What follows belongs to an exercise in optimizing a design on an open flow for small area; a production flow would make more cautious choices.
Only simulation tests tie the RTL to the original design; equivalence was not proved.
Power figures rest on the tool's default switching activity, not on a simulated workload.

Setup of v5:
// rpi
module rpi(
	input clk_100mhz,
	input reset,
	input RSTN,
	input [15:0] SW,
	input [3:0] BTN_IN,
	input ps2_clk,
	input ps2_data,
	output [3:0] BTN_OUT,
	output LEDCLK,
	output LEDDT,
	output LEDEN,
	output SEGCLK,
	output SEGDT,
	output SEGEN,
	input SegLedClk,
	output [4:0] SegLedData
 );
Size: roughly 1100 cells after synthesis, about 41 I/O pins, roughly 11000 um2 of cells after synthesis.
clock: 10.0 ns
lec_check: 0
cap_margin: 20
core_margin: 2
core_utilization: 70
slew_margin: 20
standard.sh (not shown) runs the stock make flow with config.mk's settings and CLKGATE_MAP_FILE= SYNTH_SCRIPT=/design/flow/synth_recipe.tcl, a recipe that flattens the netlist after the stock synthesis.
==> flow/flow/run.sh <==
#!/bin/bash
# Own layout flow: the standard synthesis, then its combinational logic
# re-mapped for area with ABC (the registers are left exactly as synthesised),
# then the standard layout steps with small port buffers and a clock tree
# without dummy loads. Each tool's output goes to a log file in this folder.
set -euo pipefail
W=$(pwd)
R=$W/orfs/results/$FLOW_PLATFORM/rpi/base
LIB=$FLOW_HOME/platforms/$FLOW_PLATFORM/lib/sky130_fd_sc_hd__tt_025C_1v80.lib
YOSYS=$(command -v yosys || true)
[ -n "$YOSYS" ] || YOSYS=$FLOW_HOME/../tools/install/yosys/bin/yosys

bash standard.sh synth > "$W/log_1_standard_synth.log" 2>&1

cp "$R/1_2_yosys.v" "$W/standard_synth.v"
# a few ABC area scripts, run side by side; the smallest result is kept
R2="balance;rewrite;refactor;balance;rewrite;rewrite,-z;balance;refactor,-z;rewrite,-z;balance"
AM3="strash;dch,-f;amap;strash;dch,-f;amap;strash;dch,-f;amap"
SCRIPTS=("$AM3;topo" "strash;dc2;$R2;$AM3;topo" "strash;$R2;dch,-f;amap,-F,3;topo" "strash;ifraig;$R2;$AM3;topo")
for i in 0 1 2 3; do
    sed -e "s#@LIB@#$LIB#g" -e "s#@IN@#$W/standard_synth.v#g" -e "s#@OUT@#$W/remap_$i.v#g" \
        -e "s#@SCRIPT@#${SCRIPTS[$i]}#g" "$W/flow/remap.ys" > "$W/remap_$i.ys"
    "$YOSYS" -q -l "$W/log_2_remap_$i.log" "$W/remap_$i.ys" > /dev/null 2>&1 &
done
wait
best=; best_area=
for i in 0 1 2 3; do
    a=$(grep 'Chip area' "$W/log_2_remap_$i.log" | tail -1 | awk '{print $NF}')
    [ -n "$a" ] || continue
    if [ -z "$best" ] || awk -v a="$a" -v b="$best_area" 'BEGIN{exit !(a<b)}'; then best=$i; best_area=$a; fi
done
[ -n "$best" ] || { echo "no remapped netlist" >&2; exit 1; }
echo "kept remap_$best.v, area $best_area" > "$W/log_2_remap_choice.log"
cp "$W/remap_$best.v" "$R/1_2_yosys.v"
sed -e "s#@LIB@#$LIB#g" -e "s#@OUT@#$R/1_2_yosys.v#g" "$W/flow/check.ys" > "$W/check.ys"
"$YOSYS" -q -l "$W/log_2_check.log" "$W/check.ys" > /dev/null 2>&1
# the registers must be exactly those of the standard synthesis
flops() { grep -oE 'sky130_fd_sc_hd__[a-z]*df[a-z0-9_]* +[^ ]+' "$1" | sort; }
if ! diff <(flops "$W/standard_synth.v") <(flops "$R/1_2_yosys.v") > "$W/log_2_flops.log"; then
    echo "register set changed" >&2; exit 1
fi

bash standard.sh \
    "CTS_ARGS=-sink_clustering_enable -repair_clock_nets -dont_use_dummy_load -buf_list sky130_fd_sc_hd__clkbuf_4 -sink_clustering_size 10 -sink_clustering_max_diameter 50" \
    "BUFFER_PORTS_ARGS=-buffer_cell sky130_fd_sc_hd__buf_1" \
    finish > "$W/log_3_layout.log" 2>&1
Other scripts of this flow, unchanged in this note and not shown: flow/flow/check.ys, flow/flow/remap.ys
v5: PASS, flow complete, no timing, DRC or antenna violations
Input changes introduced in v33 (baseline for comparison: v5):
--- a/flow/design.v
+++ b/flow/design.v
@@ -79,57 +79,57 @@
 					SW_OK <= SW;
 					if (RSTN || d_hold) rst_db <= ~RSTN;
 				end
 			end
 		end
 	end
 	wire sub_rst = reset | rst_db;
 	reg [15:0] cc;
 	always @(posedge clk)
 		if (sub_rst) cc <= 16'hFFFF;
 		else         cc <= cc + 16'd1;
 	wire flash_now = cc[15] ^ (&cc[14:0]);           
-	localparam [2:0] S_R5 = 3'd4, S_END = 3'd5, S_IDLE = 3'd7;
+	localparam [2:0] S_END = 3'd5, S_IDLE = 3'd7;
 	reg [2:0] clk1;
 	always @(posedge clk)
 		if (reset) clk1 <= 3'd0;
 		else       clk1 <= clk1 + 3'd1;
 	wire tick = clk1 == 3'd3;
 	wire [3:0] Keyy = ~BTN_IN;
 	reg  [3:0] btn_temp;
-	reg        scan, deb;      
+	reg        scan;
 	reg  [7:0] kcnt;           
+	wire       deb = kcnt[7] & kcnt[6] & (|kcnt[5:3]);    
 	reg  [2:0] krow;           
 	reg  [4:0] Key_out;
 	wire [1:0] num = (Keyy == 4'b0010) ? 2'd1 :
 	                 (Keyy == 4'b0100) ? 2'd2 :
 	                 (Keyy == 4'b1000) ? 2'd3 : 2'd0;
 	always @(posedge clk) begin
 		if (reset) begin
-			btn_temp <= 4'd0; scan <= 1'b0; deb <= 1'b0; kcnt <= 8'd0;
+			btn_temp <= 4'd0; scan <= 1'b0; kcnt <= 8'd0;
 			krow <= S_IDLE; Key_out <= 5'd0;
 		end else if (tick) begin
 			btn_temp <= Keyy;
 			if ((btn_temp != Keyy) && !scan) begin
-				kcnt <= 8'd0; deb <= 1'b0; scan <= 1'b1;
-			end else if (!deb) begin
-				if (kcnt == 8'd199) begin deb <= 1'b1; kcnt <= 8'd0; end
-				else kcnt <= kcnt + 8'd1;
-			end else if (scan) begin
+				kcnt <= 8'd0; scan <= 1'b1;
+			end else if (!deb)
+				kcnt <= kcnt + 8'd1;
+			else if (scan) begin
 				if (krow == S_END) begin
 					krow <= S_IDLE; scan <= 1'b0;
-				end else if (kcnt < 8'd25)
+				end else if (kcnt < 8'd225)
 					kcnt <= kcnt + 8'd1;
 				else begin
-					kcnt <= 8'd0;
+					kcnt <= 8'd200;
 					if (krow == S_IDLE || ~|Keyy) krow <= krow + 3'd1;
 					else begin
 						Key_out <= {krow, num};
 						scan <= 1'b0;
 						krow <= S_IDLE;
 					end
 				end
 			end
 		end
 	end
 	assign BTN_OUT[0] = (krow != S_IDLE) && (krow != 3'd0);
 	assign BTN_OUT[1] = (krow != S_IDLE) && (krow != 3'd1);
@@ -163,25 +163,24 @@
 					data_break <= 1'b0;
 				end
 			end
 		end
 	end
 	always @(posedge clk)
 		if (neg_sh && pnum >= 4'd2 && pnum <= 4'd9)
 			temp_data <= {ps2_data, temp_data[7:1]};
 	reg [29:0] data;
 	always @(posedge clk)
 		if (reset) data <= 30'd0;
 		else if (Key_out != 5'd0) data <= {Key_out[3:0], ps2_code, SW_OK};
-	wire [31:0] data32 = {data[29:26], 2'b00, data[25:0]};
 	wire seg_win = cc[10:7] == 4'b1000;
 	wire seg_ld  = seg_win & (&cc[6:0]);
 	reg  [29:0] sdata;
 	reg         stex, svalid;
 	always @(posedge clk) begin
 		if (seg_ld) begin sdata <= data; stex <= SW_OK[15]; end
 		if (sub_rst) svalid <= 1'b0;
 		else if (seg_ld) svalid <= 1'b1;
 	end
 	wire [5:0] sk = seg_win ? cc[6:1] : 6'd0;
 	wire sflash = cc[15] ^ (cc[14:11] == 4'd0);
 	wire [31:0] sd32 = {sdata[29:26], 2'b00, sdata[25:0]};
Findings:
- Compared with v5, in v33 net count after synthesis grew by 19, routed wire length saw an increase, cell area now sits at about the same level.
- Comparing v5 and v33, signal arrival time at the worst endpoint is higher on v33.
- Cell count after synthesis of v33 exceeds that of v5 slightly.
- v33 vs. v5: maximum frequency went down by about 7%, number of filler cells placed in the layout closely matched the old numbers, count of non-filler cells in the finished layout went up about 1.1%.
- Compared with v5, v33 shows a relative contribution of the clock network to total power that is 0.5 points higher.

-- re-timing with driven ports --
In the flow no input, the clock included, has a driving cell. The finished layouts below were timed again as built, in two steps.
Step 1 sets driving cells, clkbuf_16 on the clock port and buf_2 on the other inputs (assumed; they add their load-dependent delay and slew).
Step 2 also shifts input and output timing later by t, the mid clock arrival at the registers, as if the neighbouring blocks saw the same clock.
a / b / c = no drivers / after step 1 / after step 2; a / b = the first two.
run | t (ns) | setup WS [ns] | pins driven straight from the clock port
v5 | 0.700 | 3.441 / 3.404 / 4.104 | 1
v33 | 0.716 | 2.936 / 2.900 / 3.616 | 1
After both steps every run listed still meets setup and hold.
